Context: an optimization exercise on an open-source flow, tuned for small area. The choices shown serve that exercise and are no tape-out recipe.
The RTL was checked by simulation tests, not by an equivalence proof against the original design.
Power figures rest on the tool's default switching activity, not on a simulated workload.

$ cat standard.sh
#!/bin/bash
# synth_recipe.tcl (not shown) runs the flow's synth.tcl, then flattens the netlist and writes it again
# the make line also repeats each setting of config.mk as NAME=value (left out here)
make -C /OpenROAD-flow-scripts/flow DESIGN_CONFIG=/design/flow/config.mk WORK_HOME=/design/flow/orfs CLKGATE_MAP_FILE= SYNTH_SCRIPT=/design/flow/synth_recipe.tcl "${@:-finish}"
$ cat flow/run.sh
#!/bin/bash
# Own layout flow: the standard flow (standard.sh) with two changes.
#  1. After the standard synthesis, its combinational logic is re-mapped for area by Yosys/ABC
#     (resynth.tcl with abc_area.script), with a few random seeds of ABC's deepsyn run side by side;
#     the smallest result is kept. The flip-flops keep their instances, names and cell types.
#  2. Ports are buffered with sky130_fd_sc_hd__buf_1 (BUFFER_PORTS_ARGS) instead of the default
#     buffer; every input and output port still gets its buffer.
# Each tool's output goes to a log file in the work folder.
set -euo pipefail
W=$(pwd)
F=$W/flow
R=$W/orfs/results/$FLOW_PLATFORM/LightShow/base
YOSYS=$FLOW_HOME/../tools/install/yosys/bin/yosys
[ -x "$YOSYS" ] || YOSYS=$(command -v yosys)
LIB=$FLOW_HOME/platforms/$FLOW_PLATFORM/lib/sky130_fd_sc_hd__tt_025C_1v80.lib
export BUFFER_PORTS_ARGS="-buffer_cell sky130_fd_sc_hd__buf_1"

bash standard.sh synth > $W/std_synth.log 2>&1
cp $R/1_2_yosys.v $W/std_1_2_yosys.v

# sequential cells of the standard netlist stay as they are
KEEP=$(grep -oE '^\s*sky130_fd_sc_hd__[a-z0-9_]+' $W/std_1_2_yosys.v | tr -d ' ' | sort -u \
       | grep -E '__(df|edf|sdf|dl|sdl)' | tr '\n' ' ' || true)
DONT_USE="sky130_fd_sc_hd__probe_p_8 sky130_fd_sc_hd__probec_p_8 sky130_fd_sc_hd__lpflow_*"
for s in 1 2 3 4; do
  sed "s/@SEED@/$s/" $F/abc_area.script > $W/abc_area_$s.script
  RS_LIB=$LIB RS_KEEP="$KEEP" RS_DONT_USE="$DONT_USE" RS_IN=$W/std_1_2_yosys.v RS_TOP=$FLOW_TOP \
    RS_ABC=$W/abc_area_$s.script RS_STAT=$W/resynth_stat_$s.txt RS_OUT=$W/resynth_$s.v \
    $YOSYS -c $F/resynth.tcl > $W/resynth_$s.log 2>&1 &
done
wait
best=""; besta=""
for s in 1 2 3 4; do
  a=$(grep "Chip area" $W/resynth_stat_$s.txt 2>/dev/null | awk '{print $NF}' || true)
  echo "seed $s: ${a:-failed}" >> $W/resynth_choice.log
  if [ -n "$a" ] && { [ -z "$besta" ] || awk -v a="$a" -v b="$besta" 'BEGIN{exit !(a<b)}'; }; then
    best=$s; besta=$a
  fi
done
if [ -z "$best" ]; then echo "resynthesis failed" >&2; exit 1; fi
echo "kept seed $best ($besta)" >> $W/resynth_choice.log
cp $W/resynth_$best.v $R/1_2_yosys.v
rm -f $R/1_synth.odb

bash standard.sh finish > $W/std_finish.log 2>&1
$ cat flow/abc_area.script
strash
&get -n
&deepsyn -T 90 -S @SEED@
&put
dch -f
amap
topo
$ cat config.mk
export PLATFORM = sky130hd
export DESIGN_NAME = LightShow
export DESIGN_NICKNAME = LightShow
export VERILOG_FILES = /design/flow/design.v
export SDC_FILE = /design/flow/constraint.sdc
export NUM_CORES = 4
export LEC_CHECK = 0
export CAP_MARGIN = 20
export CORE_MARGIN = 2
export CORE_UTILIZATION = 35
export CTS_BUF_LIST = sky130_fd_sc_hd__clkbuf_4
export CTS_CLUSTER_DIAMETER = 100
export CTS_CLUSTER_SIZE = 20
export PLACE_DENSITY = 0.5
export SLEW_MARGIN = 20
$ cat constraint.sdc
create_clock -name core_clock -period 10.0 [get_ports {Clock}]
set_input_delay 2.0000 -clock core_clock [delete_from_list [all_inputs] [get_ports {Clock}]]
set_output_delay 2.0000 -clock core_clock [all_outputs]
set_load 0.01 [all_outputs]
$ cat flow/resynth.tcl
# Yosys script (run by run.sh): re-maps the combinational logic of the standard synthesis's
# netlist for area with ABC (abc_area.script). The flip-flop instances keep their names and
# cell types: their cells are black boxes here, so ABC never sees them.
yosys -import
set lib $::env(RS_LIB)
read_liberty -overwrite -setattr liberty_cell -lib $lib
read_liberty -overwrite -ignore_miss_func $lib
foreach ff [split $::env(RS_KEEP) " "] { if {$ff ne ""} { blackbox $ff } }
read_verilog $::env(RS_IN)
hierarchy -top $::env(RS_TOP)
flatten
opt_clean -purge
set dua {}
foreach c [split $::env(RS_DONT_USE) " "] { if {$c ne ""} { lappend dua -dont_use $c } }
abc -liberty $lib {*}$dua -script $::env(RS_ABC)
opt_clean -purge
hilomap -singleton -hicell sky130_fd_sc_hd__conb_1 HI -locell sky130_fd_sc_hd__conb_1 LO
splitnets
opt_clean -purge
tee -o $::env(RS_STAT) stat -liberty $lib
write_verilog -noattr -nohex -nodec $::env(RS_OUT)
$ cat design.v
module LightShow(Clock, Reset, Disp3, Disp2, Disp1, Disp0, LedRed, LedGrn);
  input Clock;
  input Reset;
  output [6:0] Disp3;
  output [6:0] Disp2;
  output [6:0] Disp1;
  output [6:0] Disp0;
  output [9:0] LedRed;
  output [7:0] LedGrn;
  reg [3:0] div;
  wire tick = (div == 4'd4);
  always @(posedge Clock)
    if (Reset) div <= 4'd10;
    else if (div == 4'd9) div <= 4'd0;
    else div <= div + 4'd1;
  reg [2:0] part;
  reg [4:0] A;
  reg [4:0] B;
  reg first;
  reg last, awrap;
  always @* begin
    last = 1'b0; awrap = 1'b0;
    case (part)
      3'd1: last = (A == 5'd27);
      3'd2: begin last = (A == 5'd11) && (B[3:0] == 4'd15); awrap = (A == 5'd11); end
      3'd3: begin last = (A == 5'd14) && (B[3:0] == 4'd10); awrap = (A == 5'd27); end
      3'd4: begin awrap = (A == 5'd16); last = (A == 5'd12) && (B[4:3] == 2'd3); end
      3'd5: begin awrap = (A == 5'd30); last = (A == 5'd26) && B[3]; end
      3'd6: begin awrap = (A[2:0] == 3'd7); last = (A[2:0] == 3'd1) && (B == 5'd30); end
      default: last = 1'b1;
    endcase
  end
  always @(posedge Clock)
    if (Reset) begin
      part <= 3'd0; A <= 5'd0; B <= 5'd0; first <= 1'b1;
    end else if (tick) begin
      if (part == 3'd2) first <= 1'b0;
      if (last) begin
        part <= (part == 3'd7) ? 3'd1 : part + 3'd1;
        A <= 5'd0; B <= 5'd0;
      end else begin
        A <= awrap ? 5'd0 : A + 5'd1;
        case (part)
          3'd2, 3'd3: B[3:0] <= B[3:0] + 4'd1;
          3'd4: begin B[2:0] <= B[2:0] + 3'd1; B[4:3] <= B[4:3] + awrap; end
          3'd5: begin B[2:0] <= (B[2:0] == 3'd5) ? 3'd0 : B[2:0] + 3'd1; B[4:3] <= B[4:3] + awrap; end
          3'd6: B <= B + awrap;
          default: ;
        endcase
      end
    end
  wire [2:0] B2 = B[2:0];
  wire [3:0] B3 = B[3:0];
  wire [1:0] r = B[4:3];
  wire A0 = A[0];
  wire c = 1'b0;
  wire [7:0] P = 8'd1 << part;
  wire [31:0] T;
  genvar gi;
  generate for (gi = 0; gi < 32; gi = gi + 1) begin : th
    assign T[gi] = (A >= gi);
  end endgenerate
  wire [45:0] lit;
  reg [6:0] H;    
  always @* case (B3)
    4'd0: H = 7'h3f;
    4'd1: H = 7'h06;
    4'd2: H = 7'h5b;
    4'd3: H = 7'h4f;
    4'd4: H = 7'h66;
    4'd5: H = 7'h6d;
    4'd6: H = 7'h7d;
    4'd7: H = 7'h07;
    4'd8: H = 7'h7f;
    4'd9: H = 7'h6f;
    4'd10: H = 7'h77;
    4'd11: H = 7'h7c;
    4'd12: H = 7'h39;
    4'd13: H = 7'h5e;
    4'd14: H = 7'h79;
    4'd15: H = 7'h71;
  endcase
  wire P23 = P[2] | P[3];
  wire r0 = (r == 2'd0);
  assign lit[0] = (P[1] & ((T[26]))) | (P[2] & ((B2 == 3'd0))) | (P[3] & ((T[14] & !T[15]))) | (P[4] & ((B2 == 3'd0) | (B2 == 3'd1) | (B2 == 3'd6) | (B2 == 3'd7)) & 1'b1) | (P[5] & ((B2 == 3'd3) | (B2 == 3'd4) | (B2 == 3'd5)) & (!r0 | T[15])) | (P[6] & ((A0 == 1'd0)));
  assign lit[1] = (P[1] & ((T[25]))) | (P[2] & ((B2 == 3'd0) | (B2 == 3'd1) | (B2 == 3'd7))) | (P[3] & ((T[13] & !T[16]))) | (P[4] & ((B2 == 3'd0) | (B2 == 3'd1) | (B2 == 3'd2) | (B2 == 3'd7)) & 1'b1) | (P[5] & ((B2 == 3'd2) | (B2 == 3'd3) | (B2 == 3'd4)) & (!r0 | T[14])) | (P[6] & ((A0 == 1'd0)));
  assign lit[2] = (P[1] & ((T[24]))) | (P[2] & ((B2 == 3'd0) | (B2 == 3'd1) | (B2 == 3'd2) | (B2 == 3'd6) | (B2 == 3'd7))) | (P[3] & ((T[12] & !T[17]))) | (P[4] & ((B2 == 3'd0) | (B2 == 3'd1) | (B2 == 3'd2) | (B2 == 3'd3)) & 1'b1) | (P[5] & ((B2 == 3'd1) | (B2 == 3'd2) | (B2 == 3'd3)) & (!r0 | T[13])) | (P[6] & ((A0 == 1'd0)));
  assign lit[3] = (P[1] & ((T[23]))) | (P[2] & ((B2 == 3'd0) | (B2 == 3'd1) | (B2 == 3'd2) | (B2 == 3'd3) | (B2 == 3'd5) | (B2 == 3'd6) | (B2 == 3'd7))) | (P[3] & ((T[11] & !T[18]))) | (P[4] & ((B2 == 3'd1) | (B2 == 3'd2) | (B2 == 3'd3) | (B2 == 3'd4)) & (!r0 | T[1])) | (P[5] & ((B2 == 3'd0) | (B2 == 3'd1) | (B2 == 3'd2)) & (!r0 | T[12])) | (P[6] & ((A0 == 1'd0)));
  assign lit[4] = (P[1] & ((T[22]))) | (P[2] & ((B2 == 3'd1) | (B2 == 3'd2) | (B2 == 3'd3) | (B2 == 3'd4) | (B2 == 3'd5) | (B2 == 3'd6) | (B2 == 3'd7))) | (P[3] & ((T[10] & !T[14]) | (T[15] & !T[19]))) | (P[4] & ((B2 == 3'd2) | (B2 == 3'd3) | (B2 == 3'd4) | (B2 == 3'd5)) & (!r0 | T[2])) | (P[5] & ((B2 == 3'd0) | (B2 == 3'd1) | (B2 == 3'd5)) & (!r0 | T[11])) | (P[6] & ((A0 == 1'd0)));
  assign lit[5] = (P[1] & ((T[21]))) | (P[2] & ((B2 == 3'd2) | (B2 == 3'd3) | (B2 == 3'd4) | (B2 == 3'd5) | (B2 == 3'd6))) | (P[3] & ((T[9] & !T[13]) | (T[16] & !T[20]))) | (P[4] & ((B2 == 3'd3) | (B2 == 3'd4) | (B2 == 3'd5) | (B2 == 3'd6)) & (!r0 | T[3])) | (P[5] & ((B2 == 3'd0) | (B2 == 3'd4) | (B2 == 3'd5)) & (!r0 | T[10])) | (P[6] & ((A0 == 1'd0)));
  assign lit[6] = (P[1] & ((T[20]))) | (P[2] & ((B2 == 3'd3) | (B2 == 3'd4) | (B2 == 3'd5))) | (P[3] & ((T[8] & !T[12]) | (T[17] & !T[21]))) | (P[4] & ((B2 == 3'd4) | (B2 == 3'd5) | (B2 == 3'd6) | (B2 == 3'd7)) & (!r0 | T[4])) | (P[5] & ((B2 == 3'd3) | (B2 == 3'd4) | (B2 == 3'd5)) & (!r0 | T[9])) | (P[6] & ((A0 == 1'd0)));
  assign lit[7] = (P[1] & ((T[19]))) | (P[2] & ((B2 == 3'd4))) | (P[3] & ((T[7] & !T[11]) | (T[18] & !T[22]))) | (P[4] & ((B2 == 3'd0) | (B2 == 3'd5) | (B2 == 3'd6) | (B2 == 3'd7)) & (!r0 | T[5])) | (P[5] & ((B2 == 3'd2) | (B2 == 3'd3) | (B2 == 3'd4)) & (!r0 | T[8])) | (P[6] & ((A0 == 1'd0)));
  assign lit[8] = (P[1] & ((!T[1]) | (T[18]))) | (P[2] & ((T[6] & !T[7]))) | (P[3] & ((T[6] & !T[10]) | (T[19] & !T[23]))) | (P[4] & ((B2 == 3'd0) | (B2 == 3'd1) | (B2 == 3'd6) | (B2 == 3'd7)) & (!r0 | T[6])) | (P[5] & ((B2 == 3'd1) | (B2 == 3'd2) | (B2 == 3'd3)) & (!r0 | T[7])) | (P[6] & ((A0 == 1'd1))) | (P[7] & 1'b1);
  assign lit[9] = (P[1] & ((T[1] & !T[2]) | (T[17]))) | (P[2] & ((T[5] & !T[8]))) | (P[3] & ((T[5] & !T[9]) | (T[20] & !T[24]))) | (P[4] & ((B2 == 3'd0) | (B2 == 3'd1) | (B2 == 3'd2) | (B2 == 3'd7)) & (!r0 | T[7])) | (P[5] & ((B2 == 3'd0) | (B2 == 3'd1) | (B2 == 3'd2)) & (!r0 | T[6])) | (P[6] & ((A0 == 1'd1))) | (P[7] & 1'b1);
  assign lit[10] = (P[1] & ((T[2] & !T[3]) | (T[16]))) | (P[2] & ((T[4] & !T[9]))) | (P[3] & ((T[4] & !T[8]) | (T[21] & !T[25]))) | (P[4] & ((B2 == 3'd0) | (B2 == 3'd1) | (B2 == 3'd2) | (B2 == 3'd3)) & (!r0 | T[8])) | (P[5] & ((B2 == 3'd0) | (B2 == 3'd1) | (B2 == 3'd5)) & (!r0 | T[5])) | (P[6] & ((A0 == 1'd1))) | (P[7] & 1'b1);
  assign lit[11] = (P[1] & ((!T[1]) | (T[3] & !T[4]) | (T[15]))) | (P[2] & ((T[3] & !T[10]))) | (P[3] & ((T[3] & !T[7]) | (T[22] & !T[26]))) | (P[4] & ((B2 == 3'd1) | (B2 == 3'd2) | (B2 == 3'd3) | (B2 == 3'd4)) & (!r0 | T[9])) | (P[5] & ((B2 == 3'd0) | (B2 == 3'd4) | (B2 == 3'd5)) & (!r0 | T[4])) | (P[6] & ((A0 == 1'd1))) | (P[7] & 1'b1);
  assign lit[12] = (P[1] & ((T[1] & !T[2]) | (T[4] & !T[5]) | (T[14]))) | (P[2] & ((T[2] & !T[6]) | (T[7] & !T[11]))) | (P[3] & ((T[2] & !T[6]) | (T[23] & !T[27]))) | (P[4] & ((B2 == 3'd2) | (B2 == 3'd3) | (B2 == 3'd4) | (B2 == 3'd5)) & (!r0 | T[10])) | (P[5] & ((B2 == 3'd3) | (B2 == 3'd4) | (B2 == 3'd5)) & (!r0 | T[3])) | (P[6] & ((A0 == 1'd1))) | (P[7] & 1'b1);
  assign lit[13] = (P[1] & ((T[2] & !T[3]) | (T[5] & !T[6]) | (T[13]))) | (P[2] & ((T[1] & !T[5]) | (T[8]))) | (P[3] & ((T[1] & !T[5]) | (T[24]))) | (P[4] & ((B2 == 3'd3) | (B2 == 3'd4) | (B2 == 3'd5) | (B2 == 3'd6)) & (!r0 | T[11])) | (P[5] & ((B2 == 3'd2) | (B2 == 3'd3) | (B2 == 3'd4)) & (!r0 | T[2])) | (P[6] & ((A0 == 1'd1))) | (P[7] & 1'b1);
  assign lit[14] = (P[1] & ((!T[1]) | (T[3] & !T[4]) | (T[6] & !T[7]) | (T[12]))) | (P[2] & ((!T[4]) | (T[9]))) | (P[3] & ((!T[4]) | (T[25]))) | (P[4] & ((B2 == 3'd4) | (B2 == 3'd5) | (B2 == 3'd6) | (B2 == 3'd7)) & (!r0 | T[12])) | (P[5] & ((B2 == 3'd1) | (B2 == 3'd2) | (B2 == 3'd3)) & (!r0 | T[1])) | (P[6] & ((A0 == 1'd1))) | (P[7] & 1'b1);
  assign lit[15] = (P[1] & ((T[1] & !T[2]) | (T[4] & !T[5]) | (T[7] & !T[8]) | (T[11]))) | (P[2] & ((!T[3]) | (T[10]))) | (P[3] & ((!T[3]) | (T[26]))) | (P[4] & ((B2 == 3'd0) | (B2 == 3'd5) | (B2 == 3'd6) | (B2 == 3'd7)) & (!r0 | T[13])) | (P[5] & ((B2 == 3'd0) | (B2 == 3'd1) | (B2 == 3'd2)) & 1'b1) | (P[6] & ((A0 == 1'd1))) | (P[7] & 1'b1);
  assign lit[16] = (P[1] & ((T[2] & !T[3]) | (T[5] & !T[6]) | (T[8] & !T[9]) | (T[10]))) | (P[2] & ((!T[2]) | (T[11]))) | (P[3] & ((!T[2]) | (T[27]))) | (P[4] & ((B2 == 3'd0) | (B2 == 3'd1) | (B2 == 3'd6) | (B2 == 3'd7)) & (!r0 | T[14])) | (P[5] & ((B2 == 3'd0) | (B2 == 3'd1) | (B2 == 3'd5)) & 1'b1) | (P[6] & ((A0 == 1'd1))) | (P[7] & 1'b1);
  assign lit[17] = (P[1] & ((T[3] & !T[4]) | (T[6] & !T[7]) | (T[9]))) | (P[2] & ((!T[1]))) | (P[3] & ((!T[1]))) | (P[4] & ((B2 == 3'd0) | (B2 == 3'd1) | (B2 == 3'd2) | (B2 == 3'd7)) & (!r0 | T[15])) | (P[5] & ((B2 == 3'd0) | (B2 == 3'd4) | (B2 == 3'd5)) & 1'b1) | (P[6] & ((A0 == 1'd1))) | (P[7] & 1'b1);
  assign lit[18] = (P[1] & ((T[26]))) | (P23 & H[0]) | (P[4] & ((T[10] & !T[14]))) | (P[5] & ((T[23] & !T[27]))) | (P[6] & ((B == 5'd2) | (B == 5'd8) | (B == 5'd10) | (B == 5'd12) | (B == 5'd16) | (B == 5'd17) | (B == 5'd20)));
  assign lit[19] = (P[1] & ((T[25]))) | (P23 & H[1]) | (P[4] & ((T[9] & !T[13]))) | (P[5] & ((!T[4]) | (T[24] & !T[28]))) | (P[6] & ((B == 5'd1) | (B == 5'd7) | (B == 5'd8) | (B == 5'd9) | (B == 5'd12) | (B == 5'd19) | (B == 5'd20) | (B == 5'd21)));
  assign lit[20] = (P[1] & ((T[24]))) | (P23 & H[2]) | (P[5] & ((T[1] & !T[5]) | (T[25] & !T[29]))) | (P[6] & ((B == 5'd1) | (B == 5'd5) | (B == 5'd7) | (B == 5'd8) | (B == 5'd9) | (B == 5'd12) | (B == 5'd14) | (B == 5'd19) | (B == 5'd20) | (B == 5'd21)));
  assign lit[21] = (P[1] & ((T[23]))) | (P23 & H[3]) | (P[4] & ((!T[4]))) | (P[5] & ((T[2] & !T[6]))) | (P[6] & ((B == 5'd2) | (B == 5'd3) | (B == 5'd4) | (B == 5'd5) | (B == 5'd9) | (B == 5'd10) | (B == 5'd16) | (B == 5'd17) | (B == 5'd19) | (B == 5'd21)));
  assign lit[22] = (P[1] & ((T[22]))) | (P23 & H[4]) | (P[5] & ((T[3] & !T[7]))) | (P[6] & ((B == 5'd1) | (B == 5'd2) | (B == 5'd3) | (B == 5'd4) | (B == 5'd5) | (B == 5'd7) | (B == 5'd8) | (B == 5'd9) | (B == 5'd10) | (B == 5'd12) | (B == 5'd14) | (B == 5'd15) | (B == 5'd16) | (B == 5'd17) | (B == 5'd19) | (B == 5'd20)));
  assign lit[23] = (P[1] & ((T[21]))) | (P23 & H[5]) | (P[5] & ((T[4] & !T[8]))) | (P[6] & ((B == 5'd1) | (B == 5'd2) | (B == 5'd3) | (B == 5'd4) | (B == 5'd7) | (B == 5'd8) | (B == 5'd9) | (B == 5'd10) | (B == 5'd12) | (B == 5'd15) | (B == 5'd16) | (B == 5'd17) | (B == 5'd20) | (B == 5'd21)));
  assign lit[24] = (P[1] & ((T[20]))) | (P23 & H[6]) | (P[4] & ((T[8] & !T[12]))) | (P[6] & ((B == 5'd1) | (B == 5'd2) | (B == 5'd5) | (B == 5'd7) | (B == 5'd8) | (B == 5'd10) | (B == 5'd12) | (B == 5'd14) | (B == 5'd17) | (B == 5'd19) | (B == 5'd20) | (B == 5'd21)));
  assign lit[25] = (P[1] & ((T[19]))) | (P23 & H[0]) | (P[4] & ((T[11] & !T[15]))) | (P[5] & ((T[5] & !T[9]))) | (P[6] & ((B == 5'd3) | (B == 5'd9) | (B == 5'd11) | (B == 5'd13) | (B == 5'd17) | (B == 5'd18) | (B == 5'd21)));
  assign lit[26] = (P[1] & ((T[18]))) | (P23 & H[1]) | (P[5] & ((T[22] & !T[26]))) | (P[6] & ((B == 5'd2) | (B == 5'd8) | (B == 5'd9) | (B == 5'd10) | (B == 5'd13) | (B == 5'd20) | (B == 5'd21) | (B == 5'd22)));
  assign lit[27] = (P[1] & ((T[17]))) | (P23 & H[2]) | (P[5] & ((T[21] & !T[25]))) | (P[6] & ((B == 5'd2) | (B == 5'd6) | (B == 5'd8) | (B == 5'd9) | (B == 5'd10) | (B == 5'd13) | (B == 5'd15) | (B == 5'd20) | (B == 5'd21) | (B == 5'd22)));
  assign lit[28] = (P[1] & ((T[16]))) | (P23 & H[3]) | (P[4] & ((T[1] & !T[5]))) | (P[5] & ((T[20] & !T[24]))) | (P[6] & ((B == 5'd3) | (B == 5'd4) | (B == 5'd5) | (B == 5'd6) | (B == 5'd10) | (B == 5'd11) | (B == 5'd17) | (B == 5'd18) | (B == 5'd20) | (B == 5'd22)));
  assign lit[29] = (P[1] & ((T[15]))) | (P23 & H[4]) | (P[5] & ((T[7] & !T[11]))) | (P[6] & ((B == 5'd2) | (B == 5'd3) | (B == 5'd4) | (B == 5'd5) | (B == 5'd6) | (B == 5'd8) | (B == 5'd9) | (B == 5'd10) | (B == 5'd11) | (B == 5'd13) | (B == 5'd15) | (B == 5'd16) | (B == 5'd17) | (B == 5'd18) | (B == 5'd20) | (B == 5'd21)));
  assign lit[30] = (P[1] & ((T[14]))) | (P23 & H[5]) | (P[5] & ((T[6] & !T[10]))) | (P[6] & ((B == 5'd2) | (B == 5'd3) | (B == 5'd4) | (B == 5'd5) | (B == 5'd8) | (B == 5'd9) | (B == 5'd10) | (B == 5'd11) | (B == 5'd13) | (B == 5'd16) | (B == 5'd17) | (B == 5'd18) | (B == 5'd21) | (B == 5'd22)));
  assign lit[31] = (P[1] & ((T[13]))) | (P23 & H[6]) | (P[4] & ((T[7] & !T[11]))) | (P[6] & ((B == 5'd2) | (B == 5'd3) | (B == 5'd6) | (B == 5'd8) | (B == 5'd9) | (B == 5'd11) | (B == 5'd13) | (B == 5'd15) | (B == 5'd18) | (B == 5'd20) | (B == 5'd21) | (B == 5'd22)));
  assign lit[32] = (P[1] & ((T[12]))) | (P23 & H[0]) | (P[4] & ((T[12]))) | (P[5] & ((T[17] & !T[21]))) | (P[6] & ((B == 5'd4) | (B == 5'd10) | (B == 5'd12) | (B == 5'd14) | (B == 5'd18) | (B == 5'd19) | (B == 5'd22)));
  assign lit[33] = (P[1] & ((T[11]))) | (P23 & H[1]) | (P[5] & ((T[18] & !T[22]))) | (P[6] & ((B == 5'd3) | (B == 5'd9) | (B == 5'd10) | (B == 5'd11) | (B == 5'd14) | (B == 5'd21) | (B == 5'd22) | (B == 5'd23)));
  assign lit[34] = (P[1] & ((T[10]))) | (P23 & H[2]) | (P[5] & ((T[19] & !T[23]))) | (P[6] & ((B == 5'd3) | (B == 5'd7) | (B == 5'd9) | (B == 5'd10) | (B == 5'd11) | (B == 5'd14) | (B == 5'd16) | (B == 5'd21) | (B == 5'd22) | (B == 5'd23)));
  assign lit[35] = (P[1] & ((T[9]))) | (P23 & H[3]) | (P[4] & ((T[2] & !T[6]))) | (P[5] & ((T[8] & !T[12]))) | (P[6] & ((B == 5'd4) | (B == 5'd5) | (B == 5'd6) | (B == 5'd7) | (B == 5'd11) | (B == 5'd12) | (B == 5'd18) | (B == 5'd19) | (B == 5'd21) | (B == 5'd23)));
  assign lit[36] = (P[1] & ((T[8]))) | (P23 & H[4]) | (P[5] & ((T[9] & !T[13]))) | (P[6] & ((B == 5'd3) | (B == 5'd4) | (B == 5'd5) | (B == 5'd6) | (B == 5'd7) | (B == 5'd9) | (B == 5'd10) | (B == 5'd11) | (B == 5'd12) | (B == 5'd14) | (B == 5'd16) | (B == 5'd17) | (B == 5'd18) | (B == 5'd19) | (B == 5'd21) | (B == 5'd22)));
  assign lit[37] = (P[1] & ((T[7]))) | (P23 & H[5]) | (P[5] & ((T[10] & !T[14]))) | (P[6] & ((B == 5'd3) | (B == 5'd4) | (B == 5'd5) | (B == 5'd6) | (B == 5'd9) | (B == 5'd10) | (B == 5'd11) | (B == 5'd12) | (B == 5'd14) | (B == 5'd17) | (B == 5'd18) | (B == 5'd19) | (B == 5'd22) | (B == 5'd23)));
  assign lit[38] = (P[1] & ((T[6]))) | (P23 & H[6]) | (P[4] & ((T[6] & !T[10]))) | (P[6] & ((B == 5'd3) | (B == 5'd4) | (B == 5'd7) | (B == 5'd9) | (B == 5'd10) | (B == 5'd12) | (B == 5'd14) | (B == 5'd16) | (B == 5'd19) | (B == 5'd21) | (B == 5'd22) | (B == 5'd23)));
  assign lit[39] = (P[1] & ((T[5]))) | (P23 & H[0]) | (P[4] & (({A,r} == 7'd1) | ({A,r} == 7'd2) | ({A,r} == 7'd3) | ({A,r} == 7'd52) | ({A,r} == 7'd53) | ({A,r} == 7'd54) | ({A,r} == 7'd56) | ({A,r} == 7'd57) | ({A,r} == 7'd58) | ({A,r} == 7'd60) | ({A,r} == 7'd61) | ({A,r} == 7'd62) | ({A,r} == 7'd64) | ({A,r} == 7'd65) | ({A,r} == 7'd66))) | (P[5] & ((T[11] & !T[15]))) | (P[6] & ((B == 5'd5) | (B == 5'd11) | (B == 5'd13) | (B == 5'd15) | (B == 5'd19) | (B == 5'd20) | (B == 5'd23)));
  assign lit[40] = (P[1] & ((T[4]))) | (P23 & H[1]) | (P[5] & ((T[16] & !T[20]))) | (P[6] & ((B == 5'd4) | (B == 5'd10) | (B == 5'd11) | (B == 5'd12) | (B == 5'd15) | (B == 5'd22) | (B == 5'd23) | (B == 5'd24)));
  assign lit[41] = (P[1] & ((T[3]))) | (P23 & H[2]) | (P[5] & ((T[15] & !T[19]))) | (P[6] & ((B == 5'd4) | (B == 5'd8) | (B == 5'd10) | (B == 5'd11) | (B == 5'd12) | (B == 5'd15) | (B == 5'd17) | (B == 5'd22) | (B == 5'd23) | (B == 5'd24)));
  assign lit[42] = (P[1] & ((T[2]))) | (P23 & H[3]) | (P[4] & ((T[3] & !T[7]))) | (P[5] & ((T[14] & !T[18]))) | (P[6] & ((B == 5'd5) | (B == 5'd6) | (B == 5'd7) | (B == 5'd8) | (B == 5'd12) | (B == 5'd13) | (B == 5'd19) | (B == 5'd20) | (B == 5'd22) | (B == 5'd24)));
  assign lit[43] = (P[1] & ((T[1]))) | (P23 & H[4]) | (P[4] & ((T[4] & !T[8]))) | (P[5] & ((T[13] & !T[17]))) | (P[6] & ((B == 5'd4) | (B == 5'd5) | (B == 5'd6) | (B == 5'd7) | (B == 5'd8) | (B == 5'd10) | (B == 5'd11) | (B == 5'd12) | (B == 5'd13) | (B == 5'd15) | (B == 5'd17) | (B == 5'd18) | (B == 5'd19) | (B == 5'd20) | (B == 5'd22) | (B == 5'd23)));
  assign lit[44] = (P[1] & 1'b1) | (P23 & H[5]) | (P[5] & ((T[12] & !T[16]))) | (P[6] & ((B == 5'd4) | (B == 5'd5) | (B == 5'd6) | (B == 5'd7) | (B == 5'd10) | (B == 5'd11) | (B == 5'd12) | (B == 5'd13) | (B == 5'd15) | (B == 5'd18) | (B == 5'd19) | (B == 5'd20) | (B == 5'd23) | (B == 5'd24)));
  assign lit[45] = (P[1] & 1'b1) | (P23 & H[6]) | (P[4] & ((T[5] & !T[9]))) | (P[6] & ((B == 5'd4) | (B == 5'd5) | (B == 5'd8) | (B == 5'd10) | (B == 5'd11) | (B == 5'd13) | (B == 5'd15) | (B == 5'd17) | (B == 5'd20) | (B == 5'd22) | (B == 5'd23) | (B == 5'd24)));
  wire fix = !first & P[2] & (B[3:0] == 4'd0) & (A == 5'd0);
  wire [27:0] sd = lit[45:18] ^ ({28{fix}} & {4{7'h3f ^ 7'h7c}});
  assign Disp3 = ~sd[27:21];
  assign Disp2 = ~sd[20:14];
  assign Disp1 = ~sd[13:7];
  assign Disp0 = ~sd[6:0];
  assign LedRed = lit[17:8];
  assign LedGrn = lit[7:0];
endmodule
==> results of run 1 <==
report_power, final:
part / switching [mW] / leakage (nW) / internal [mW]
clock network: 0.0219 / 0.0154 / 0.0145
registers: 0.000855 / 0.146 / 0.0730
logic: 0.00441 / 0.814 / 0.00226
worst max-delay path, stage by stage (launching register included):
cell and delay (ns):
dfxtp_1 0.76, clkinv_1 0.68, nor2_1 0.60, clkinv_1 0.24, nor2_1 0.50, nor3_1 0.32
o31ai_1 0.45, nor2_1 0.17, a2111oi_0 0.59, nand2_1 0.11, nand2_1 0.09, buf_1 0.16
metrics by stage:
stage | instance area [um^2] | total power, mW | utilization | hold WS (ns) | cells
global route | 3313 | 0.1239 | 0.4032 | 0.4769 | 705
detailed placement | 3287 | 0.08203 | 0.4000 | 0.4309 | 701
finish | 3313 | 0.1169 | 0.4032 | 0.4518 | 705
global placement | 3287 | 0.08164 | 0.4000 | 0.4176 | 701
floorplan | 2964 | 0.08002 | - | 0.4020 | 547
CTS | 3313 | 0.1196 | 0.4032 | 0.4566 | 705
state kept, by name, summed over array words and instances, names as in the netlist:
| name | cells |
|---|---|
| B | 5 |
| part | 3 |
| div | 4 |
| A | 5 |
| first | 1 |
area by class of cell:
cell class / count / area [um^2]
fill: 917 / 4903
multi-input combinational: 455 / 2326
sequential: 18 / 360.3
inverter: 74 / 277.8
timing repair buffer: 49 / 191.4
tap: 105 / 131.4
clock buffer: 3 / 22.52
clock inverter: 1 / 3.754
layout by cell type (no fill, tap or decap), types with 7 or more instances in the layout:
| cell type | count |
|---|---|
| o21ai_0 | 48 |
| a211oi_1 | 8 |
| a31oi_1 | 12 |
| buf_1 | 47 |
| nor3_1 | 38 |
| clkinv_1 | 75 |
| nor4_1 | 10 |
| a21oi_1 | 26 |
| dfxtp_1 | 18 |
| nor2_1 | 161 |
| nand3_1 | 9 |
| o22ai_1 | 11 |
| nand2_1 | 48 |
| o221ai_1 | 7 |
path summary, 6_finish.rpt:
kind	slack, ns	start	endpoint	depth (start not counted)
worst max-delay path	3.03	B[2]	Disp0[0]	11
worst max register to register	5.77	part[2]	A[4]	15
worst min register to register	0.45	div[0]	div[0]	1
worst min-delay path	0.45	div[0]	div[0]	1
metal layers:
metal	vias up	GRT usage
met1	2199	0.4589
met4	0	0.2643
li1	2092	-
met5	-	0
met3	210	0.1198
met2	570	0.5179
==> out/qor.yml, run 1 <==
run_status:
  status: "timing/DRC/antenna clean"
min_path:
  holdCritPathClass: "reg -> reg"
setup_path:
  critical_path_class: "reg -> out"
  required_ns: 8.00
  start_kind: "flip-flop"
  cp-end-kind: "output pin"
  critPathMaxFanout: 14
  worstPathArrival_ns: 4.97
timing:
  finalHoldViolations: 0
  min_period_ns: 6.966
  skew_ns: 0.01081
  report.final.slew_viol_count: 0
  worstMarginPinSlew_ns: 1.148
  rsz0062_at_grt: "false"
  finalSetupViolations: 0
  post-route-period-util: 0.6966
  max_freq_mhz: 143.6
  setup_slack_ns: 3.034
  slew_headroom: 0.2287
  setup_tns_ns: 0
die:
  die-area_mm2: 0.009221
  fp-row-count: 33
  ios: 48
  core-area_mm2: 0.008217
  die_y_um: 96.03
  initial_core_util: 0.3607
  die_x_um: 96.03
placement:
  preCtsSetupSlack_ns: 3.840
  place_congestion: 1.164
  dp_hpwl_um: 13070
  io_buffers: 47
routing:
  top_layer: "met4"
  met3_length_um: 2803
  met1Wirelength_um: 5837
  drt-total-wl_um: 17020
  vias: 5071
  drc: 0
  route.met2.wl_um: 6631
  drt_iter0_drc: 1147
  wire_per_inst_um: 24.14
  vias_per_cell: 7.193
  drtPass1Iterations: 12
  detail-route-antenna-nets: 0
pwr:
  irDropWorstVdd_mv: 0.06442
  leakage_nw: 0.9757
  pwr_density_cell_mw_per_mm2: 35.28
clock_tree:
  clock-sinks: 18
  worstSkewPairLatency_ns: 0.30
  cts_made_buffers: 3
  max-clock-path-buffers: 2
  cts-root-buf: "clkbuf_4"
  cts.repair.resized: 0
  cts_hold_buf: 0
  cts_setup_buffers: 0
  htreeDepth: 1
  clk_pin_slew_ns: 0.10
  cts_tree: "built"
logic_synthesis:
  yosysWarningCount: 1
  synth_area_per_cell_um2: 5.419
  syn_nets: 549
  synth.cell_area_mm2: 0.002964
  syn_inst: 547
global_route:
  antenna_found_initial: 0
  grt_max_degree: 19
  grt_pass1_vias: 4712
  grt_pass1_wl_um: 25590
  gr-total-overflow: 0
  grt.total_usage: 0.3656
finish:
  syn_to_final_growth_pct: 11.78
  antenna_cells: 0
  final_nets: 603
  drive_gt1_frac: 0.008333
run:
  drv_cap: 0
==> inputs of run 2 (changes only) <==
--- a/design.v
+++ b/design.v
@@ -17,5 +17,4 @@
   reg [4:0] A;
   reg [4:0] B;
-  reg first;
   reg last, awrap;
   always @* begin
@@ -33,10 +32,10 @@
   always @(posedge Clock)
     if (Reset) begin
-      part <= 3'd0; A <= 5'd0; B <= 5'd0; first <= 1'b1;
+      part <= 3'd0; A <= 5'd0; B <= 5'd0;
     end else if (tick) begin
-      if (part == 3'd2) first <= 1'b0;
       if (last) begin
         part <= (part == 3'd7) ? 3'd1 : part + 3'd1;
-        A <= 5'd0; B <= 5'd0;
+        A <= 5'd0;
+        B <= (part == 3'd7) ? 5'd1 : (part == 3'd1) ? {B[0], 4'd0} : 5'd0;
       end else begin
         A <= awrap ? 5'd0 : A + 5'd1;
@@ -129,5 +128,5 @@
   assign lit[44] = (P[1] & 1'b1) | (P23 & H[5]) | (P[5] & ((T[12] & !T[16]))) | (P[6] & ((B == 5'd4) | (B == 5'd5) | (B == 5'd6) | (B == 5'd7) | (B == 5'd10) | (B == 5'd11) | (B == 5'd12) | (B == 5'd13) | (B == 5'd15) | (B == 5'd18) | (B == 5'd19) | (B == 5'd20) | (B == 5'd23) | (B == 5'd24)));
   assign lit[45] = (P[1] & 1'b1) | (P23 & H[6]) | (P[4] & ((T[5] & !T[9]))) | (P[6] & ((B == 5'd4) | (B == 5'd5) | (B == 5'd8) | (B == 5'd10) | (B == 5'd11) | (B == 5'd13) | (B == 5'd15) | (B == 5'd17) | (B == 5'd20) | (B == 5'd22) | (B == 5'd23) | (B == 5'd24)));
-  wire fix = !first & P[2] & (B[3:0] == 4'd0) & (A == 5'd0);
+  wire fix = P[2] & B[4] & (B[3:0] == 4'd0) & (A == 5'd0);
   wire [27:0] sd = lit[45:18] ^ ({28{fix}} & {4{7'h3f ^ 7'h7c}});
   assign Disp3 = ~sd[27:21];
--- a/flow/run.sh
+++ b/flow/run.sh
@@ -2,5 +2,5 @@
 # Own layout flow: the standard flow (standard.sh) with two changes.
 #  1. After the standard synthesis, its combinational logic is re-mapped for area by Yosys/ABC
-#     (resynth.tcl with abc_area.script), with a few random seeds of ABC's deepsyn run side by side;
+#     (resynth.tcl with abc_area.script), with eight random seeds of ABC's deepsyn (run four at a time);
 #     the smallest result is kept. The flip-flops keep their instances, names and cell types.
 #  2. Ports are buffered with sky130_fd_sc_hd__buf_1 (BUFFER_PORTS_ARGS) instead of the default
@@ -23,13 +23,17 @@
        | grep -E '__(df|edf|sdf|dl|sdl)' | tr '\n' ' ' || true)
 DONT_USE="sky130_fd_sc_hd__probe_p_8 sky130_fd_sc_hd__probec_p_8 sky130_fd_sc_hd__lpflow_*"
-for s in 1 2 3 4; do
+SEEDS="1 2 3 4 5 6 7 8"
+PAR=${NUM_CORES:-4}
+n=0
+for s in $SEEDS; do
   sed "s/@SEED@/$s/" $F/abc_area.script > $W/abc_area_$s.script
   RS_LIB=$LIB RS_KEEP="$KEEP" RS_DONT_USE="$DONT_USE" RS_IN=$W/std_1_2_yosys.v RS_TOP=$FLOW_TOP \
     RS_ABC=$W/abc_area_$s.script RS_STAT=$W/resynth_stat_$s.txt RS_OUT=$W/resynth_$s.v \
     $YOSYS -c $F/resynth.tcl > $W/resynth_$s.log 2>&1 &
+  n=$((n+1)); if [ $((n % PAR)) -eq 0 ]; then wait; fi
 done
 wait
 best=""; besta=""
-for s in 1 2 3 4; do
+for s in $SEEDS; do
   a=$(grep "Chip area" $W/resynth_stat_$s.txt 2>/dev/null | awk '{print $NF}' || true)
   echo "seed $s: ${a:-failed}" >> $W/resynth_choice.log
==> out/qor.yml, run 2 <==
timing:
  setup_slack_ns: 2.555
  post-route-period-util: 0.7445
  report.final.slew_viol_count: 0
  min_period_ns: 7.445
  setup_tns_ns: 0
  slew_headroom: 0.3582
  worstMarginPinSlew_ns: 0.9526
  rsz0062_at_grt: "false"
  finalHoldViolations: 0
  max_freq_mhz: 134.3
  fin_hold_ws_ns: 0.4439
  finalSetupViolations: 0
  skew_ns: 0.006775
finish:
  final_common_cell: "nor2_1"
  largestRegisters: "A: 5 flops, B: 5 flops, div: 4 flops"
  final-seq-area_um2: 340.3
  final_cell_mix: "nor2_1 (156), clkinv_1 (71), nand2_1 (55)"
  finalNonFillerCells: 706
  syn_to_final_growth_pct: 12.11
  final_nets: 604
  multi_input_area_mm2: 0.002360
  drive_gt1_frac: 0.01165
  antenna_cells: 0
  fillCellCount: 946
  final_area_mm2: 0.003324
  utilization: 0.4046
global_route:
  antenna_found_initial: 0
  grt.total_usage: 0.3868
  gr-total-overflow: 0
  grt_pass1_wl_um: 26650
  grt_pass1_vias: 4722
  grt_max_degree: 18
clock_tree:
  cts_setup_buffers: 0
  cts.repair.resized: 0
  clk_pin_slew_ns: 0.10
  max-clock-path-buffers: 2
  cts-root-buf: "clkbuf_4"
  clock-sinks: 17
  worstSkewPairLatency_ns: 0.30
  cts_hold_buf: 0
  cts_made_buffers: 3
  cts_tree: "built"
  htreeDepth: 1
run_status:
  status: "timing/DRC/antenna clean"
die:
  core-area_mm2: 0.008217
  initial_core_util: 0.3609
  fp-row-count: 33
  die_x_um: 96.05
  die_y_um: 96.05
  die-area_mm2: 0.009225
  ios: 48
min_path:
  hold_start: "div[0]"
  holdPathStages: 1
  holdCritPathClass: "reg -> reg"
  min_to: "div[0]"
setup_path:
  critPathLaunch: "part[0]"
  timing.rr.end: "B[4]"
  regToRegSetupSlack_ns: 5.21
  worstPathArrival_ns: 5.44
  critical_path_class: "reg -> out"
  r2r_start: "A[1]"
  start_kind: "flip-flop"
  required_ns: 8.00
  critPathMaxFanout: 10
  cp-end-kind: "output pin"
  reg2reg_depth: 15
placement:
  preCtsSetupSlack_ns: 3.363
  place_inst: 702
  place_congestion: 1.162
  place_area_mm2: 0.003297
  io_buffers: 47
  dp_hpwl_um: 13760
logic_synthesis:
  syn_nets: 549
  syn_inst: 547
  synth_area_per_cell_um2: 5.421
  yosysWarningCount: 1
  synth.cell_area_mm2: 0.002965
run:
  drv_cap: 0
pwr:
  pwr_density_cell_mw_per_mm2: 34.40
  irDropWorstVdd_mv: 0.05373
  leakage_nw: 1.087
  power_mw: 0.1144
routing:
  vias: 5122
  drtPass1Iterations: 12
  drt-total-wl_um: 17850
  detail-route-antenna-nets: 0
  vias_per_cell: 7.255
  wire_per_inst_um: 25.29
  drc: 0
  drt_iter0_drc: 1132
## run 2: report_power, final
group          total, mW  internal (mW)  switching (mW)
Combinational    0.00731        0.00229         0.00502
Sequential        0.0702         0.0691         0.00106
Clock             0.0369         0.0149          0.0219
## run 2: cell type report
type,count,share of cell area
multi-input combinational,459,0.7098
sequential,17,0.1024
clock inverter,1,0.001505
timing repair buffer,50,0.05984
tap,105,0.03952
clock buffer,3,0.006775
inverter,71,0.08017
## run 2: routing by layer
layer / wire [um] / share of wire / up-vias / global-route usage
met5: 0 / 0 / - / 0
met4: 1713 / 0.096 / 0 / 0.2583
li1: - / - / 2109 / -
met3: 3017 / 0.17 / 216 / 0.1535
met2: 6827 / 0.38 / 581 / 0.5503
met1: 6294 / 0.35 / 2216 / 0.4757
## run 2: how the worst max path moves through the flow
stage	end	slack (ns)	cells past startpoint
2_1_floorplan	LedGrn[2]	5.07	13
3_3_place_gp	LedGrn[2]	3.15	14
3_5_place_dp	LedGrn[2]	3.36	14
4_1_cts	LedGrn[2]	2.96	14
5_1_grt	LedGrn[2]	2.53	14
6_report	LedGrn[2]	2.56	14
## run 2: critical path: stages, from the launching register on
cell and delay [ns]:
dfxtp_1 0.53, clkinv_1 0.33, nor2_1 0.23, clkinv_1 0.16
nor2_1 0.75, clkinv_1 0.61, nor2_1 0.78, clkinv_1 0.43
nor2_1 0.27, clkinv_1 0.16, nand2_1 0.12, nor4_1 0.08
a2111oi_0 0.37, o21ai_0 0.15, buf_1 0.16
==> inputs of run 3 (changes only) <==
--- a/design.v
+++ b/design.v
@@ -17,4 +17,5 @@
   reg [4:0] A;
   reg [4:0] B;
+  reg first;
   reg last, awrap;
   always @* begin
@@ -32,10 +33,10 @@
   always @(posedge Clock)
     if (Reset) begin
-      part <= 3'd0; A <= 5'd0; B <= 5'd0;
+      part <= 3'd0; A <= 5'd0; B <= 5'd0; first <= 1'b1;
     end else if (tick) begin
+      if (part == 3'd2) first <= 1'b0;
       if (last) begin
         part <= (part == 3'd7) ? 3'd1 : part + 3'd1;
-        A <= 5'd0;
-        B <= (part == 3'd7) ? 5'd1 : (part == 3'd1) ? {B[0], 4'd0} : 5'd0;
+        A <= 5'd0; B <= 5'd0;
       end else begin
         A <= awrap ? 5'd0 : A + 5'd1;
@@ -128,5 +129,5 @@
   assign lit[44] = (P[1] & 1'b1) | (P23 & H[5]) | (P[5] & ((T[12] & !T[16]))) | (P[6] & ((B == 5'd4) | (B == 5'd5) | (B == 5'd6) | (B == 5'd7) | (B == 5'd10) | (B == 5'd11) | (B == 5'd12) | (B == 5'd13) | (B == 5'd15) | (B == 5'd18) | (B == 5'd19) | (B == 5'd20) | (B == 5'd23) | (B == 5'd24)));
   assign lit[45] = (P[1] & 1'b1) | (P23 & H[6]) | (P[4] & ((T[5] & !T[9]))) | (P[6] & ((B == 5'd4) | (B == 5'd5) | (B == 5'd8) | (B == 5'd10) | (B == 5'd11) | (B == 5'd13) | (B == 5'd15) | (B == 5'd17) | (B == 5'd20) | (B == 5'd22) | (B == 5'd23) | (B == 5'd24)));
-  wire fix = P[2] & B[4] & (B[3:0] == 4'd0) & (A == 5'd0);
+  wire fix = !first & P[2] & (B[3:0] == 4'd0) & (A == 5'd0);
   wire [27:0] sd = lit[45:18] ^ ({28{fix}} & {4{7'h3f ^ 7'h7c}});
   assign Disp3 = ~sd[27:21];
--- a/flow/run.sh
+++ b/flow/run.sh
@@ -2,5 +2,5 @@
 # Own layout flow: the standard flow (standard.sh) with two changes.
 #  1. After the standard synthesis, its combinational logic is re-mapped for area by Yosys/ABC
-#     (resynth.tcl with abc_area.script), with eight random seeds of ABC's deepsyn (run four at a time);
+#     (resynth.tcl with abc_area.script), with a portfolio of runs (ABC deepsyn seeds, start-up passes and mappers, four at a time);
 #     the smallest result is kept. The flip-flops keep their instances, names and cell types.
 #  2. Ports are buffered with sky130_fd_sc_hd__buf_1 (BUFFER_PORTS_ARGS) instead of the default
@@ -23,21 +23,35 @@
        | grep -E '__(df|edf|sdf|dl|sdl)' | tr '\n' ' ' || true)
 DONT_USE="sky130_fd_sc_hd__probe_p_8 sky130_fd_sc_hd__probec_p_8 sky130_fd_sc_hd__lpflow_*"
-SEEDS="1 2 3 4 5 6 7 8"
+# portfolio: deepsyn seed x start-up pass x mapper; each run is an equivalent netlist of the same
+# combinational logic, and the smallest one is kept
+RUNS=""
+for s in 1 2 3 4; do
+  for v in p d r; do RUNS="$RUNS $v$s"; done
+  RUNS="$RUNS m$s"
+done
 PAR=${NUM_CORES:-4}
 n=0
-for s in $SEEDS; do
-  sed "s/@SEED@/$s/" $F/abc_area.script > $W/abc_area_$s.script
+for run in $RUNS; do
+  v=${run:0:1}; s=${run:1}
+  case $v in
+    p|m) pre="" ;;
+    d) pre="dch -f; strash" ;;
+    r) pre="balance; rewrite; refactor; balance; rewrite -z; balance; refactor -z; rewrite -z; balance" ;;
+  esac
+  if [ $v = m ]; then map="map -a"; else map="amap"; fi
+  sed -e "s/@SEED@/$s/" -e "s/@PRE@/$pre/" -e "s/@MAP@/$map/" $F/abc_area.script | tr ';' '\n' \
+    | sed 's/^ *//' > $W/abc_area_$run.script
   RS_LIB=$LIB RS_KEEP="$KEEP" RS_DONT_USE="$DONT_USE" RS_IN=$W/std_1_2_yosys.v RS_TOP=$FLOW_TOP \
-    RS_ABC=$W/abc_area_$s.script RS_STAT=$W/resynth_stat_$s.txt RS_OUT=$W/resynth_$s.v \
-    $YOSYS -c $F/resynth.tcl > $W/resynth_$s.log 2>&1 &
+    RS_ABC=$W/abc_area_$run.script RS_STAT=$W/resynth_stat_$run.txt RS_OUT=$W/resynth_$run.v \
+    $YOSYS -c $F/resynth.tcl > $W/resynth_$run.log 2>&1 &
   n=$((n+1)); if [ $((n % PAR)) -eq 0 ]; then wait; fi
 done
 wait
 best=""; besta=""
-for s in $SEEDS; do
-  a=$(grep "Chip area" $W/resynth_stat_$s.txt 2>/dev/null | awk '{print $NF}' || true)
-  echo "seed $s: ${a:-failed}" >> $W/resynth_choice.log
+for run in $RUNS; do
+  a=$(grep "Chip area" $W/resynth_stat_$run.txt 2>/dev/null | awk '{print $NF}' || true)
+  echo "run $run: ${a:-failed}" >> $W/resynth_choice.log
   if [ -n "$a" ] && { [ -z "$besta" ] || awk -v a="$a" -v b="$besta" 'BEGIN{exit !(a<b)}'; }; then
-    best=$s; besta=$a
+    best=$run; besta=$a
   fi
 done
==> flow/abc_area.script (replaced) <==
strash
@PRE@
&get -n
&deepsyn -T 90 -S @SEED@
&put
dch -f
@MAP@
topo
==> out/qor.yml, run 3 <==
run:
  drv_cap: 0
timing:
  rsz0062_at_grt: "false"
  skew_ns: 0.007599
  min_period_ns: 7.093
  slew_headroom: 0.3860
  setup_tns_ns: 0
  max_freq_mhz: 141.0
  post-route-period-util: 0.7093
  report.final.slew_viol_count: 0
  finalSetupViolations: 0
  finalHoldViolations: 0
  worstMarginPinSlew_ns: 0.9177
pwr:
  p_clk_frac: 0.312
  p_switching_mw: 0.03071
  irDropWorstVdd_mv: 0.05169
  p_comb_frac: 0.074
  pwr_density_cell_mw_per_mm2: 36.44
  seq_power_share: 0.614
  sw_frac_of_total: 0.2533
  power.internal_mw: 0.09051
  leakage_nw: 1.009
die:
  ios: 48
  fp-row-count: 33
  die_x_um: 96.13
  core-area_mm2: 0.008217
  die_y_um: 96.13
  initial_core_util: 0.3615
  die-area_mm2: 0.009240
clock_tree:
  cts_setup_buffers: 0
  max-clock-path-buffers: 2
  cts_made_buffers: 3
  clock-sinks: 18
  cts.repair.resized: 0
  cts_hold_buf: 0
  cts-root-buf: "clkbuf_4"
  worstSkewPairLatency_ns: 0.30
  htreeDepth: 1
  clk_pin_slew_ns: 0.11
  cts_tree: "built"
routing:
  drc: 0
  drtPass1Iterations: 20
  detail-route-antenna-nets: 0
  drt-total-wl_um: 17040
  vias: 5082
  drt_iter0_drc: 1524
  wire_per_inst_um: 23.97
  vias_per_cell: 7.148
placement:
  io_buffers: 47
  place_inst: 707
  dp_hpwl_um: 13070
  place_congestion: 1.234
setup_path:
  critical_path_class: "reg -> out"
  r2r_start: "B[1]"
  cp-end-kind: "output pin"
  worstPathArrival_ns: 5.09
  regToRegSetupSlack_ns: 5.24
  timing.rr.end: "A[2]"
  required_ns: 8.00
  start_kind: "flip-flop"
  reg2reg_depth: 14
  critPathMaxFanout: 17
global_route:
  antenna_found_initial: 0
  grt.total_usage: 0.3663
  grt_pass1_wl_um: 25470
  grt_max_degree: 18
  grt_pass1_vias: 4707
  gr-total-overflow: 0
logic_synthesis:
  synth_area_per_cell_um2: 5.381
  syn_inst: 552
  yosysWarningCount: 1
  syn_nets: 554
  synth.cell_area_mm2: 0.002970
min_path:
  hold_start: "div[0]"
  holdPathStages: 1
  min_to: "div[0]"
  holdCritPathClass: "reg -> reg"
finish:
  final_nets: 609
  fillCellCount: 919
  drive_gt1_frac: 0.009901
  antenna_cells: 0
  largestRegisters: "A: 5 flops, B: 5 flops, div: 4 flops"
  final_common_cell: "nor2_1"
  syn_to_final_growth_pct: 12.01
  final_cell_mix: "nor2_1 (165), clkinv_1 (81), o21ai_0 (60)"
  final-seq-area_um2: 360.3
  finalNonFillerCells: 711
  multi_input_area_mm2: 0.002310
run_status:
  status: "timing/DRC/antenna clean"
-- run 3: area by class of cell --
| type | count | area share |
|---|---|---|
| flip-flops and latches | 18 | 0.1083 |
| clock buffers | 3 | 0.006769 |
| clock inverters | 1 | 0.001128 |
| repair buffers | 50 | 0.05980 |
| well taps | 105 | 0.03949 |
| multi-input cells | 454 | 0.6942 |
| inverters | 80 | 0.09026 |
-- run 3: power by group through the flow --
| stage | sequential [mW] | clock (mW) | combinational [mW] |
|---|---|---|---|
| 5_1_grt | 0.0746 | 0.0431 | 0.0101 |
| 3_3_place_gp | 0.0760 | 0 | 0.00842 |
| 4_1_cts | 0.0744 | 0.0401 | 0.00879 |
| 6_report | 0.0744 | 0.0379 | 0.00896 |
| 2_1_floorplan | 0.0758 | 0 | 0.00612 |
| 3_5_place_dp | 0.0760 | 0 | 0.00876 |
-- run 3: metrics by stage --
| stage | instance area [um^2] | power, mW | util | setup WS, ns | hold slack, ns |
|---|---|---|---|---|---|
| after floorplan | 2970 | 0.08190 | - | 5.243 | 0.3894 |
| after global placement | 3301 | 0.08439 | 0.4017 | 3.456 | 0.3999 |
| after detailed placement | 3301 | 0.08473 | 0.4017 | 3.771 | 0.4041 |
| after CTS | 3327 | 0.1233 | 0.4049 | 3.424 | 0.4215 |
| after global routing | 3327 | 0.1278 | 0.4049 | 2.996 | 0.4570 |
| final | 3327 | 0.1212 | 0.4049 | 2.907 | 0.4201 |
-- run 3: metal layers --
| metal | global-route usage | share of wire | up-vias |
|---|---|---|---|
| met1 | 0.4307 | 0.33 | 2167 |
| met3 | 0.1699 | 0.17 | 224 |
| met5 | 0 | 0 | - |
| met4 | 0.2238 | 0.10 | 0 |
| met2 | 0.5370 | 0.40 | 587 |
| li1 | - | - | 2104 |
-- run 3: critical path, cell delays in order (launching register included) --
cell	delay [ns]
dfxtp_1	0.84
clkinv_1	0.71
nor2_1	0.41
clkinv_1	0.27
nor2_1	0.76
o21ai_0	0.28
nand2_1	0.19
nor2_1	0.07
o21ai_0	0.19
nand2_1	0.12
a2111oi_0	0.73
buf_1	0.21
-- run 3: worst max-delay path by stage --
stage                  from         to  slack [ns]  cells after the start
global placement       B[2]   Disp3[3]        3.46                     11
CTS                    B[2]   Disp3[3]        3.42                     11
detailed placement     B[2]   Disp3[3]        3.77                     11
finish                 B[2]   Disp3[3]        2.91                     11
global route        part[0]  LedGrn[0]        3.00                     13
floorplan           part[1]  LedGrn[0]        5.24                     13

## static timing again, ports no longer ideal
The flow's constraints put no driver on any port. The routed layouts listed below were extracted and timed again, unchanged, in two steps. Step 1 assumes that a clkbuf_16 drives the clock port and a buf_2 every other input. Step 2 adds t to the input delays and takes it off the output delays; t is the mean of the earliest and latest rising clock arrival at the registers after step 1. Input paths then give back, and output paths get back, about the clock's delay inside the block. a / b / c = ideal / step 1 / step 2; a / b = the first two.
run | t (ns) | slack for setup (ns) | pins driven straight from the clock port
run 1 | 0.312 | 3.034 / 3.012 / 3.324 | 1
run 2 | 0.318 | 2.555 / 2.535 / 2.853 | 1
run 3 | 0.320 | 2.907 / 2.884 / 3.204 | 1
After both steps every run listed still meets setup and hold.
